Source: an optimization exercise on an open RTL-to-GDS flow (aim: small area). Production flows keep margins and buffers that such runs may drop. The RTL was checked by simulation tests, not by an equivalence proof against the original design. Power and IR drop assume default switching activity.

--- flow/run.sh ---
#!/bin/bash
# The standard layout (standard.sh: standard synthesis, floorplan, place,
# CTS, route), with the port buffers made from the smallest buffer cell.
# ORFS writes each step's log under orfs/logs; make's own output goes to
# make_finish.log here.
set -euo pipefail
bash standard.sh "BUFFER_PORTS_ARGS=-buffer_cell sky130_fd_sc_hd__buf_1" finish > make_finish.log 2>&1
--- standard.sh ---
#!/bin/bash
# synth_recipe.tcl (not shown) runs the flow's synth.tcl, then flattens the netlist and writes it again
# the make line also repeats each setting of config.mk as NAME=value (left out here)
make -C /OpenROAD-flow-scripts/flow DESIGN_CONFIG=/design/flow/config.mk WORK_HOME=/design/flow/orfs CLKGATE_MAP_FILE= SYNTH_SCRIPT=/design/flow/synth_recipe.tcl "${@:-finish}"
--- config.mk ---
export PLATFORM = sky130hd
export DESIGN_NAME = rv32i
export DESIGN_NICKNAME = rv32i
export VERILOG_FILES = /design/flow/design.v
export SDC_FILE = /design/flow/constraint.sdc
export NUM_CORES = 4
export LEC_CHECK = 0
export CAP_MARGIN = 20
export CORE_MARGIN = 2
export CORE_UTILIZATION = 70
export CTS_BUF_LIST = sky130_fd_sc_hd__clkbuf_16
export CTS_CLUSTER_DIAMETER = 120
export CTS_CLUSTER_SIZE = 24
export SLEW_MARGIN = 20
export SYNTH_HIERARCHICAL = 1
export SYNTH_MINIMUM_KEEP_SIZE = 0
--- constraint.sdc ---
create_clock -name core_clock -period 7.0 [get_ports {clk}]
set_input_delay 1.4000 -clock core_clock [delete_from_list [all_inputs] [get_ports {clk}]]
set_output_delay 1.4000 -clock core_clock [all_outputs]
set_load 0.01 [all_outputs]
--- design.v ---
module dec31 (
    input  wire [4:0]  a,
    output wire [31:1] y
);
    genvar i;
    generate
        for (i = 1; i < 32; i = i + 1) begin : g_d
            assign y[i] = (a == i);
        end
    endgenerate
endmodule
module wdec31 (
    input  wire [4:0]  a,
    output wire [31:1] we,
    output wire [31:1] nwe
);
    genvar i;
    generate
        for (i = 1; i < 32; i = i + 1) begin : g_d
            assign we[i]  = (a == i);
            assign nwe[i] = (a != i);
        end
    endgenerate
endmodule
module rnext (
    input  wire [31:0] q,
    input  wire [31:0] wd,
    input  wire        we,
    input  wire        nwe,
    output wire [31:0] y
);
    assign y = (q & {32{nwe}}) | (wd & {32{we}});
endmodule
module aoi222 (
    input  wire a1, a2, b1, b2, c1, c2,
    output wire y
);
    assign y = ~((a1 & a2) | (b1 & b2) | (c1 & c2));
endmodule
module rmux (
    input  wire [31:1]       s,
    input  wire [32*31-1:0]  q,
    output wire [31:0]       y
);
    genvar i, j;
    generate
        for (j = 0; j < 32; j = j + 1) begin : g_b
            wire [10:0] t;
            for (i = 0; i < 10; i = i + 1) begin : g_t
                aoi222 u (
                    .a1(s[3*i+1]), .a2(q[32*(3*i)+j]),
                    .b1(s[3*i+2]), .b2(q[32*(3*i+1)+j]),
                    .c1(s[3*i+3]), .c2(q[32*(3*i+2)+j]),
                    .y(t[i]));
            end
            assign t[10] = ~(s[31] & q[32*30+j]);
            assign y[j] = ~&t;
        end
    endgenerate
endmodule
module c_xor2 (input wire a, b, output wire y);
    assign y = a ^ b;
endmodule
module c_ha (input wire a, b, output wire s, c);
    assign s = a ^ b;
    assign c = a & b;
endmodule
module c_and2 (input wire a, b, output wire y);
    assign y = a & b;
endmodule
module c_ao21 (input wire a1, a2, b1, output wire y);
    assign y = (a1 & a2) | b1;
endmodule
module c_mx2i (input wire a0, a1, s, output wire y);
    assign y = ~(s ? a1 : a0);
endmodule
module c_sel5 (input wire s0, v0, s1, v1, s2, v2, s3, v3, s4, v4, output wire y);
    assign y = (s0 & v0) | (s1 & v1) | (s2 & v2) | (s3 & v3) | (s4 & v4);
endmodule
module alu (
    input  wire [31:0] a,
    input  wire [31:0] b,
    input  wire [2:0]  s,
    input  wire        ext,
    output wire [31:0] y,
    output wire        eq
);
    genvar i;
    wire [31:0] bx, p, g;
    generate
        for (i = 0; i < 32; i = i + 1) begin : g_pg
            c_xor2 u_bx (.a(b[i]), .b(ext), .y(bx[i]));
            c_ha   u_pg (.a(a[i]), .b(bx[i]), .s(p[i]), .c(g[i]));
        end
    endgenerate
    assign eq = ~|p;
    wire [31:0] G0, P0;
    c_ao21 u_g00 (.a1(p[0]), .a2(ext), .b1(g[0]), .y(G0[0]));
    assign P0[0] = 1'b0;
    assign G0[31:1] = g[31:1];
    assign P0[31:1] = p[31:1];
    wire [31:0] G1, P1, G2, P2, G3, P3, G4, P4, H;
    generate
        for (i = 0; i < 32; i = i + 1) begin : g_l1
            if (i % 2 == 1) begin : g_m
                c_ao21 u_g (.a1(P0[i]), .a2(G0[i-1]), .b1(G0[i]), .y(G1[i]));
                if (i > 1) begin : g_p
                    c_and2 u_p (.a(P0[i]), .b(P0[i-1]), .y(P1[i]));
                end else begin : g_z
                    assign P1[i] = 1'b0;
                end
            end else begin : g_t
                assign G1[i] = G0[i];
                assign P1[i] = P0[i];
            end
        end
        for (i = 0; i < 32; i = i + 1) begin : g_l2
            if (i % 4 == 3) begin : g_m
                c_ao21 u_g (.a1(P1[i]), .a2(G1[i-2]), .b1(G1[i]), .y(G2[i]));
                if (i > 3) begin : g_p
                    c_and2 u_p (.a(P1[i]), .b(P1[i-2]), .y(P2[i]));
                end else begin : g_z
                    assign P2[i] = 1'b0;
                end
            end else begin : g_t
                assign G2[i] = G1[i];
                assign P2[i] = P1[i];
            end
        end
        for (i = 0; i < 32; i = i + 1) begin : g_l3
            if (i % 8 == 7) begin : g_m
                c_ao21 u_g (.a1(P2[i]), .a2(G2[i-4]), .b1(G2[i]), .y(G3[i]));
                if (i > 7) begin : g_p
                    c_and2 u_p (.a(P2[i]), .b(P2[i-4]), .y(P3[i]));
                end else begin : g_z
                    assign P3[i] = 1'b0;
                end
            end else begin : g_t
                assign G3[i] = G2[i];
                assign P3[i] = P2[i];
            end
        end
        for (i = 0; i < 32; i = i + 1) begin : g_l4
            if (i % 16 == 15) begin : g_m
                c_ao21 u_g (.a1(P3[i]), .a2(G3[i-8]), .b1(G3[i]), .y(G4[i]));
                assign P4[i] = 1'b0;
            end else begin : g_t
                assign G4[i] = G3[i];
                assign P4[i] = P3[i];
            end
        end
        for (i = 0; i < 31; i = i + 1) begin : g_h
            if (i == 15 || i == 7 || i == 3 || i == 1 || i == 0) begin : g_d
                assign H[i] = (i == 15) ? G4[i] : (i == 7) ? G3[i] : (i == 3) ? G2[i] :
                              (i == 1) ? G1[i] : G0[i];
            end else if (i == 23) begin : g_23
                c_ao21 u_h (.a1(P3[i]), .a2(H[15]), .b1(G3[i]), .y(H[i]));
            end else if (i % 8 == 3 || i % 8 == 7) begin : g_4
                c_ao21 u_h (.a1(P2[i]), .a2(H[i-4]), .b1(G2[i]), .y(H[i]));
            end else if (i % 2 == 1) begin : g_2
                c_ao21 u_h (.a1(P1[i]), .a2(H[i-2]), .b1(G1[i]), .y(H[i]));
            end else begin : g_1
                c_ao21 u_h (.a1(P0[i]), .a2(H[i-1]), .b1(G0[i]), .y(H[i]));
            end
        end
    endgenerate
    wire [31:0] c = {H[30:0], ext};
    wire [31:0] sum;
    generate
        for (i = 0; i < 32; i = i + 1) begin : g_sum
            c_xor2 u_s (.a(p[i]), .b(c[i]), .y(sum[i]));
        end
    endgenerate
    wire        left = ~s[2];
    wire        fill = ext & a[31];
    wire [31:0] st0, st1, st2, st3, st4, st5;
    generate
        for (i = 0; i < 32; i = i + 1) begin : g_sh
            c_mx2i u0 (.a0(a[i]), .a1(a[31-i]), .s(left), .y(st0[i]));    
            if (i + 1 < 32) begin : g1a
                c_mx2i u1 (.a0(st0[i]), .a1(st0[i+1]), .s(b[0]), .y(st1[i]));
            end else begin : g1b
                c_mx2i u1 (.a0(st0[i]), .a1(~fill), .s(b[0]), .y(st1[i]));
            end
            if (i + 2 < 32) begin : g2a
                c_mx2i u2 (.a0(st1[i]), .a1(st1[i+2]), .s(b[1]), .y(st2[i]));  
            end else begin : g2b
                c_mx2i u2 (.a0(st1[i]), .a1(fill), .s(b[1]), .y(st2[i]));
            end
            if (i + 4 < 32) begin : g3a
                c_mx2i u3 (.a0(st2[i]), .a1(st2[i+4]), .s(b[2]), .y(st3[i]));
            end else begin : g3b
                c_mx2i u3 (.a0(st2[i]), .a1(~fill), .s(b[2]), .y(st3[i]));
            end
            if (i + 8 < 32) begin : g4a
                c_mx2i u4 (.a0(st3[i]), .a1(st3[i+8]), .s(b[3]), .y(st4[i]));  
            end else begin : g4b
                c_mx2i u4 (.a0(st3[i]), .a1(fill), .s(b[3]), .y(st4[i]));
            end
            if (i + 16 < 32) begin : g5a
                c_mx2i u5 (.a0(st4[i]), .a1(st4[i+16]), .s(b[4]), .y(st5[i]));
            end else begin : g5b
                c_mx2i u5 (.a0(st4[i]), .a1(~fill), .s(b[4]), .y(st5[i]));
            end
        end
    endgenerate
    wire [31:0] sr = st5;
    wire s_sum = (s == 3'b000);
    wire s_sll = (s == 3'b001);
    wire s_srl = (s == 3'b101);
    wire s_p   = (s == 3'b100) | (s == 3'b110);
    wire s_g   = (s == 3'b111) | (s == 3'b110);
    generate
        for (i = 0; i < 32; i = i + 1) begin : g_out
            c_sel5 u (.s0(s_sum), .v0(sum[i]), .s1(s_sll), .v1(sr[31-i]),
                      .s2(s_srl), .v2(sr[i]),  .s3(s_p),   .v3(p[i]),
                      .s4(s_g),   .v4(g[i]),   .y(y[i]));
        end
    endgenerate
endmodule
module rv32i (
    input  wire        clk,
    input  wire        n_rst,
    input  wire [31:0] instruction,
    output wire [7:0]  pc,
    input  wire [31:0] d_in,
    output wire        wr_en,
    output wire [1:0]  mode,
    output wire [7:0]  wr_addr,
    output wire [7:0]  rd_addr,
    output wire [31:0] d_out
);
    reg  [7:0]  pc_reg;
    reg  [31:0] inst;
    wire [7:0]  pc_next;
    assign pc = pc_reg;
    always @(posedge clk or negedge n_rst)
        if (!n_rst) pc_reg <= 8'd0;
        else        pc_reg <= pc_next;
    always @(posedge clk or negedge n_rst)
        if (!n_rst) inst[0] <= 1'b0;
        else        inst[0] <= instruction[0];
    always @(posedge clk)
        inst[31:1] <= instruction[31:1];
    wire [6:0] op = inst[6:0];
    wire [2:0] f3 = inst[14:12];
    wire is_load  = (op == 7'b0000011);
    wire is_store = (op == 7'b0100011);
    wire is_br    = (op == 7'b1100011);
    wire is_imm   = (op == 7'b0010011);
    wire is_op    = (op == 7'b0110011);
    wire is_jal   = (op == 7'b1101111);
    wire is_jalr  = (op == 7'b1100111);
    wire is_lui   = (op == 7'b0110111);
    wire is_auipc = (op == 7'b0010111);
    wire writes   = is_load | is_op | is_imm | is_jal | is_jalr | is_lui | is_auipc;
    wire [31:0] r1, r2;
    wire [4:0]  rd_W;
    reg  [31:0] wd_W;
    wire [32*31-1:0] rq;
    wire [31:1]      s1, s2, we, nwe;
    genvar gi;
    generate
        for (gi = 1; gi < 32; gi = gi + 1) begin : g_rf
            reg  [31:0] r;
            wire [31:0] rn;
            rnext u_n (.q(r), .wd(wd_W), .we(we[gi]), .nwe(nwe[gi]), .y(rn));
            always @(posedge clk)
                r <= rn;
            assign rq[32*(gi-1) +: 32] = r;
        end
    endgenerate
    wdec31 u_wdec (.a(rd_W), .we(we), .nwe(nwe));
    dec31  u_dec1 (.a(inst[19:15]), .y(s1));
    dec31  u_dec2 (.a(inst[24:20]), .y(s2));
    rmux   u_rd1  (.s(s1), .q(rq), .y(r1));
    rmux   u_rd2  (.s(s2), .q(rq), .y(r2));
    wire [8:0] link = {1'b0, pc_reg} + 9'd4;
    wire [7:0] imm_p = {inst[27:25], inst[3] ? inst[24:21] : inst[11:8], 1'b0};
    wire [7:0] add_p = pc_reg + imm_p;
    wire       st_fmt = inst[5] & ~inst[6];
    wire       sub_a  = inst[30] & ~inst[6];
    wire [7:0] imm_a  = st_fmt ? {inst[27:25], inst[11:7]} : inst[27:20];
    wire [7:0] add_a  = r1[7:0] + (imm_a ^ {8{sub_a}}) + {7'b0, sub_a};
    wire        a_r1 = is_op | is_imm | is_br;
    wire        a_j  = is_jal | is_jalr;
    wire [31:0] in_a = a_r1     ? r1 :
                       is_auipc ? {24'b0, pc_reg} :
                       a_j      ? {23'b0, link} : 32'b0;
    wire        b_r2 = is_op | is_br | is_store;
    wire        b_u  = is_lui | is_auipc;
    wire [31:0] in_b = b_r2   ? r2 :
                       is_imm ? {{20{inst[31]}}, inst[31:20]} :
                       b_u    ? {inst[31:12], 12'b0} : 32'b0;
    wire [2:0]  s_alu = (is_op | is_imm) ? f3 : 3'b000;
    wire        ext   = inst[30] & (((is_op | is_imm) & ((f3 == 3'b000) | (f3 == 3'b101))) | b_u);
    wire [31:0] y;
    wire        eq;
    alu alu (.a(in_a), .b(in_b), .s(s_alu), .ext(ext), .y(y), .eq(eq));
    reg [31:0] x_E;
    reg [7:0]  t_E;
    reg        taken_E;
    reg [4:0]  rd_E;
    reg [2:0]  f3_E;
    reg        ld_E, st_E;
    always @(posedge clk) begin
        x_E     <= y;
        t_E     <= inst[6] ? add_p : add_a;
        taken_E <= is_br & (f3 == 3'b000) & eq;
        rd_E    <= writes ? inst[11:7] : 5'd0;
        f3_E    <= f3;
        ld_E    <= is_load;
        st_E    <= is_store;
    end
    assign pc_next = is_jalr ? add_a :
                     is_jal  ? add_p :
                     taken_E ? t_E   : link[7:0];
    reg [31:0] x_M;
    reg [7:0]  a_M;
    reg [4:0]  rd_M;
    reg [2:0]  f3_M;
    reg        ld_M, st_M;
    always @(posedge clk) begin
        x_M  <= x_E;
        a_M  <= t_E;
        rd_M <= rd_E;
        f3_M <= f3_E;
        ld_M <= ld_E;
        st_M <= st_E;
    end
    assign wr_en   = st_M;
    assign mode    = f3_M[1:0];
    assign wr_addr = a_M;
    assign rd_addr = a_M;
    assign d_out   = x_M;
    function [31:0] rd_data_sel(input [2:0] funct, input [31:0] data);
        case (funct)
            3'b000 : rd_data_sel = {{24{data[7]}}, data[7:0]};
            3'b001 : rd_data_sel = {{16{data[15]}}, data[15:0]};
            3'b010 : rd_data_sel = data;
            3'b100 : rd_data_sel = {24'h0, data[7:0]};
            3'b101 : rd_data_sel = {16'h0, data[15:0]};
            default: rd_data_sel = 32'h0;
        endcase
    endfunction
    reg [4:0] rd_Wr;
    assign rd_W = rd_Wr;
    always @(posedge clk) begin
        wd_W  <= ld_M ? rd_data_sel(f3_M, d_in) : x_M;
        rd_Wr <= rd_M;
    end
endmodule
==> notes.md <==
-- worst reg2reg max path, stage by stage (launching register included) --
cell      delay (ns)
dfxtp_1         0.78
or3_1           0.40
nor2_4          0.23
buf_4           0.27
a222oi_1        0.41
nand4_1         1.05
a2111o_1        0.68
a221o_2         0.38
xor2_1          0.15
ha_1            0.37
and2_1          0.19
and2_1          0.16
and2_1          0.15
a21o_1          0.26
a21o_1          0.29
a21o_1          0.23
a21o_1          0.18
a21o_1          0.17
xor2_1          0.16
a222oi_1        0.31
nand2_1         0.08
-- where the power goes --
part / internal, mW / leakage, nW / switching [mW]
clock: 1.41 / 0.706 / 2.15
sequential: 6.76 / 9.48 / 0.146
combinational: 0.228 / 10.2 / 0.474
total: 8.40 / 20.4 / 2.77
-- kinds of logic (layout without fill, tap and decap cells) --
family | after synthesis | count (layout) | synth area share [%]
xor gates and xnor gates | 83 | 83 | 1.44
adders and majority gates | 48 | 48 | 1.22
buffers and inverters | 289 | 382 | 5.15
other | 0 | 13 | 0
AOI/OAI and AO/OA | 1984 | 1984 | 35.8
DFF | 1170 | 1170 | 46.6
muxes | 201 | 201 | 4.01
and+or+nand+nor | 576 | 576 | 5.84
-- cell type report --
class,instances,area [sq um],share of cell area (%)
inverter,44,165,0.312
timing repair buffer,278,1700,3.22
sequential,1170,23500,44.3
tap,950,1190,2.24
clock inverter,5,48.8,0.0921
multi-input combinational,2892,25000,47.1
antenna,13,32.5,0.0614
clock buffer,55,1380,2.60
-- per-layer routing --
metal	wire, um	part of all wire [%]
met1	71200	34
met2	80100	38
met3	40100	19
met4	19600	9.3
met5	379	0.18
-- layout by cell type, fill, tap and decap left out, types with 30 or more instances in the layout --
| master | synthesis | routed |
|---|---|---|
| nor2_2 | 0 | 30 |
| nor2_4 | 0 | 66 |
| dfxtp_1 | 1161 | 1157 |
| mux2i_1 | 195 | 195 |
| inv_1 | 43 | 45 |
| a21oi_1 | 44 | 44 |
| a22oi_1 | 33 | 33 |
| nand2_1 | 178 | 174 |
| buf_1 | 1 | 124 |
| o21ai_0 | 34 | 34 |
| ha_1 | 46 | 46 |
| and2_1 | 58 | 58 |
| nand4_1 | 133 | 133 |
| a222oi_1 | 673 | 673 |
| a2111o_1 | 64 | 64 |
| xor2_1 | 70 | 70 |
| a21o_1 | 59 | 59 |
| clkbuf_16 | 0 | 55 |
| buf_4 | 12 | 148 |
| a22o_1 | 943 | 938 |
| a22o_2 | 62 | 67 |
-- worst paths after layout --
path,from,to,slack (ns),cells after the start
setup / recovery,inst[21],x_E[31],-0.02,20
hold / removal,rd_E[0],rd_M[0],0.33,0
setup reg to reg,inst[21],x_E[31],-0.02,20
hold reg to reg,rd_E[0],rd_M[0],0.33,0
max in group asynchronous,n_rst,pc_reg[0],6.00,1
min in group asynchronous,n_rst,pc_reg[7],0.65,1
-- per-module statistics from Yosys (local to each module, per instance) --
module / copies in the design / cells / area (sq um)
alu: 1 / 20 / 114
aoi222: 640 / 1 / 10.0
c_and2: 22 / 1 / 6.26
c_ao21: 53 / 1 / 7.51
c_ha: 32 / 1 / 12.5
c_mx2i: 192 / 1 / 10.0
c_sel5: 32 / 3 / 21.3
c_xor2: 64 / 1 / 8.76
dec31: 2 / 46 / 218
rmux: 2 / 131 / 915
rnext: 31 / 38 / 350
rv32i: 1 / 1605 / 26200
wdec31: 1 / 95 / 453
-- repair_timing --
item                                    4_1_cts  5_1_grt
gates resized for setup                       0        1
endpoints found under the setup margin        0        1
buffers inserted                              0        0
==> report_table.html <==
<table>
<tr><th>Metric</th><th>Value</th></tr>
<tr><th colspan="2">Worst setup path</th></tr>
<tr><td>Arrival time of data at the critical path endpoint</td><td>7.58 ns</td></tr>
<tr><td>Ordered cell list for the critical path</td><td>or3_1 &gt; nor2_4 &gt; buf_4 &gt; a222oi_1 &gt; nand4_1 &gt; a2111o_1 &gt; a221o_2 &gt; xor2_1 &gt; ha_1 &gt; and2_1 &gt; and2_1 &gt; and2_1 &gt; a21o_1 &gt; a21o_1 &gt; a21o_1 &gt; a21o_1 &gt; a21o_1 &gt; xor2_1 &gt; a222oi_1 &gt; nand2_1</td></tr>
<tr><td>Family with the most delay on the worst path</td><td>compound AO/OA/AOI/OAI gates</td></tr>
<tr><td>Slowest cell on the critical path</td><td>nand4_1</td></tr>
<tr><td>Most repeated library cell on the critical path</td><td>a21o_1</td></tr>
<tr><td>Capturing element type of the critical path</td><td>register</td></tr>
<tr><td>Endpoint required time on the critical path</td><td>7.57 ns</td></tr>
<tr><td>Maximum fanout along the worst path</td><td>17</td></tr>
<tr><td>Start-to-end type of the worst setup path</td><td>reg -&gt; reg</td></tr>
<tr><td>Crit path buffers/inverters</td><td>1</td></tr>
<tr><td>Max incr delay on CP</td><td>1.05 ns</td></tr>
<tr><td>Setup crit start kind</td><td>register</td></tr>
<tr><th colspan="2">STA</th></tr>
<tr><td>Final Critical Period</td><td>7.02 ns</td></tr>
<tr><td>Hold Slack</td><td>0.331 ns</td></tr>
<tr><td>Max-slew violations</td><td>0</td></tr>
<tr><td>Period utilization</td><td>100%</td></tr>
<tr><td>Worst clock skew on the final layout</td><td>0.0604 ns</td></tr>
<tr><td>Max Fclk</td><td>143 MHz</td></tr>
<tr><td>Count of endpoints failing setup in the final report</td><td>1</td></tr>
<tr><td>Setup repair after global routing missed its margin</td><td>false</td></tr>
<tr><td>Slew of the pin with the lowest slew margin</td><td>1.33 ns</td></tr>
<tr><td>Total Negative Setup Slacks</td><td>-0.0173 ns</td></tr>
<tr><td>Hold Vio Cnt, Final</td><td>0</td></tr>
<tr><td>Final worst setup slack</td><td>-0.0173 ns</td></tr>
<tr><td>Headroom to the max-slew limit</td><td>11.0%</td></tr>
<tr><th colspan="2">Finish</th></tr>
<tr><td>Finished Layout Cells</td><td>5407</td></tr>
<tr><td>Area grow syn2layout</td><td>5.05%</td></tr>
<tr><td>Flip-flop count of the largest register after layout</td><td>992</td></tr>
<tr><td>Layout cell share with drive strength beyond 1</td><td>9.77%</td></tr>
<tr><td>Utilization after layout</td><td>74.2%</td></tr>
<tr><td>Fillcell total</td><td>5171</td></tr>
<tr><td>Final non-filler cell area</td><td>53000 sq um</td></tr>
<tr><td>NumNets Final</td><td>4554</td></tr>
<tr><td>Register ranked first by flip-flop count</td><td>g_rf.r</td></tr>
<tr><th colspan="2">Power and ir drop</th></tr>
<tr><td>Worst IR Drop VDD</td><td>286 uV</td></tr>
<tr><td>PwrDens</td><td>211 nW/um^2</td></tr>
<tr><td>Tot Pwr</td><td>11.2 mW</td></tr>
<tr><td>Leakage Power</td><td>20.4 nW</td></tr>
<tr><th colspan="2">Clock network</th></tr>
<tr><td>Total clock buffers created by CTS</td><td>54</td></tr>
<tr><td>Root buffer selected by CTS</td><td>clkbuf_16</td></tr>
<tr><td>Clk pin slew, worst setup/hold paths</td><td>0.10 ns</td></tr>
<tr><td>Sink count of the clock tree</td><td>1170</td></tr>
<tr><td>Number of buffers on the longest clock path</td><td>3</td></tr>
<tr><td>H-Tree Level Count</td><td>2</td></tr>
<tr><td>Clock latency reported for the late side of the worst-skew pair</td><td>0.73 ns</td></tr>
<tr><td>Clock tree from TritonCTS</td><td>built</td></tr>
<tr><td>Count of hold-fix buffers inserted at cts</td><td>0</td></tr>
<tr><th colspan="2">Synthesis</th></tr>
<tr><td>Synth top cells by count</td><td>dfxtp_1 (1161), a22o_1 (943), a222oi_1 (673)</td></tr>
<tr><td>Number of instances in the synthesized netlist</td><td>4351</td></tr>
<tr><td>Main synth FF type</td><td>dfxtp_1</td></tr>
<tr><td>Post-synth EDFFs</td><td>0</td></tr>
<tr><td>Count of synthesis-stage warnings from yosys</td><td>7</td></tr>
<tr><td>Synthesized area per cell</td><td>11.6 sq um</td></tr>
<tr><td>Number of register bits inferred by synthesis</td><td>1170</td></tr>
<tr><td>Register area share after synthesis</td><td>46.6%</td></tr>
<tr><td>Synth top area share</td><td>46.1%</td></tr>
<tr><td>Cell area after synthesis</td><td>50400 sq um</td></tr>
<tr><td>Fraction of synthesis flops using an asynchronous set or reset pin</td><td>0.769%</td></tr>
<tr><td>Net Count, Synth</td><td>4465</td></tr>
<tr><td>Most common cell in the netlist</td><td>dfxtp_1</td></tr>
<tr><td>Library cell with the largest summed area after synthesis</td><td>dfxtp_1</td></tr>
<tr><td>Cell types with the largest area share after synthesis</td><td>dfxtp_1 (46%), a22o_1 (16%), a222oi_1 (13%)</td></tr>
<tr><td>Synth unique cells</td><td>68</td></tr>
<tr><th colspan="2">Route</th></tr>
<tr><td>Number of nets with antenna violations after routing</td><td>0</td></tr>
<tr><td>Overall via count from detail_route</td><td>48200</td></tr>
<tr><td>Drt drc</td><td>0</td></tr>
<tr><td>Total wire length after detailed routing</td><td>211 mm</td></tr>
<tr><td>Drt initial violations</td><td>13100</td></tr>
<tr><td>Vias per Instance</td><td>8.91</td></tr>
<tr><td>Average wire per cell in the routed design</td><td>39.1 um</td></tr>
<tr><td>Iteration count of the initial detailed-routing pass</td><td>17</td></tr>
<tr><th colspan="2">Global route</th></tr>
<tr><td>Global-route track usage on met1</td><td>68.0%</td></tr>
<tr><td>Sum of overflow across all layers after global routing</td><td>0</td></tr>
<tr><td>GR Util All Layers</td><td>54.3%</td></tr>
<tr><td>Pin count of the biggest net entering global routing</td><td>35</td></tr>
<tr><td>Initial antenna violation count</td><td>31</td></tr>
<tr><td>Busiest metal layer after global routing</td><td>met2</td></tr>
<tr><td>Vias in the first global route</td><td>43600</td></tr>
<tr><td>Fraction of met3 tracks used by global routing</td><td>27.6%</td></tr>
<tr><td>Wire length of the first global-routing pass</td><td>300 mm</td></tr>
<tr><td>Met2 usage</td><td>72.5%</td></tr>
<tr><th colspan="2">Floorplanning</th></tr>
<tr><td>Chip Width</td><td>272 um</td></tr>
<tr><td>CORE AREA</td><td>71400 sq um</td></tr>
<tr><td>Number of placed I/O pins</td><td>125</td></tr>
<tr><td>Initial standard-cell utilization of the core</td><td>70.6%</td></tr>
<tr><td>Core Rows</td><td>98</td></tr>
<tr><td>Height of the chip</td><td>272 um</td></tr>
<tr><td>Die area</td><td>74200 sq um</td></tr>
<tr><th colspan="2">Run status</th></tr>
<tr><td>Run status</td><td>complete, but fails checks</td></tr>
<tr><td>Checks failing in the layout checks</td><td>negative setup slack</td></tr>
<tr><th colspan="2">Placement</th></tr>
<tr><td>Routability congestion estimate</td><td>1.06</td></tr>
<tr><td>Worst setup slack before clock tree synthesis</td><td>0.892 ns</td></tr>
<tr><td>Placed wire-length estimate after detailed placement</td><td>131 mm</td></tr>
<tr><td>Cell Area, Placed</td><td>51400 sq um</td></tr>
<tr><td>Input/output buffers</td><td>124</td></tr>
<tr><td>Number of cells in the design after placement</td><td>5329</td></tr>
<tr><th colspan="2">Flow run</th></tr>
<tr><td>Number of max-cap violations</td><td>0</td></tr>
<tr><th colspan="2">Worst hold path</th></tr>
<tr><td>Type of the most critical hold path</td><td>reg -&gt; reg</td></tr>
</table>

-- afterwards: timing with drivers on the ports --
In the flow no input, the clock included, has a driving cell. The finished layout below was timed again as built, in two steps. Step 1 assumes that a clkbuf_16 drives the clock port and a buf_2 every other input. Step 2 moves the port delays by t, midway between the first and last clock arrival at a register: inputs arrive t later, outputs are due t later. That takes back most of the time a late clock gives input paths. Slacks: ideal / step 1 / step 2; pairs: ideal / step 1.
shift t [ns]: 0.771
slack for setup (ns): -0.017 / -0.017 / -0.017
cell pins on the clock port's net: 1
For this run, drivers alone change the setup slack by 0.000 ns; drivers and shift together by 0.000 ns.
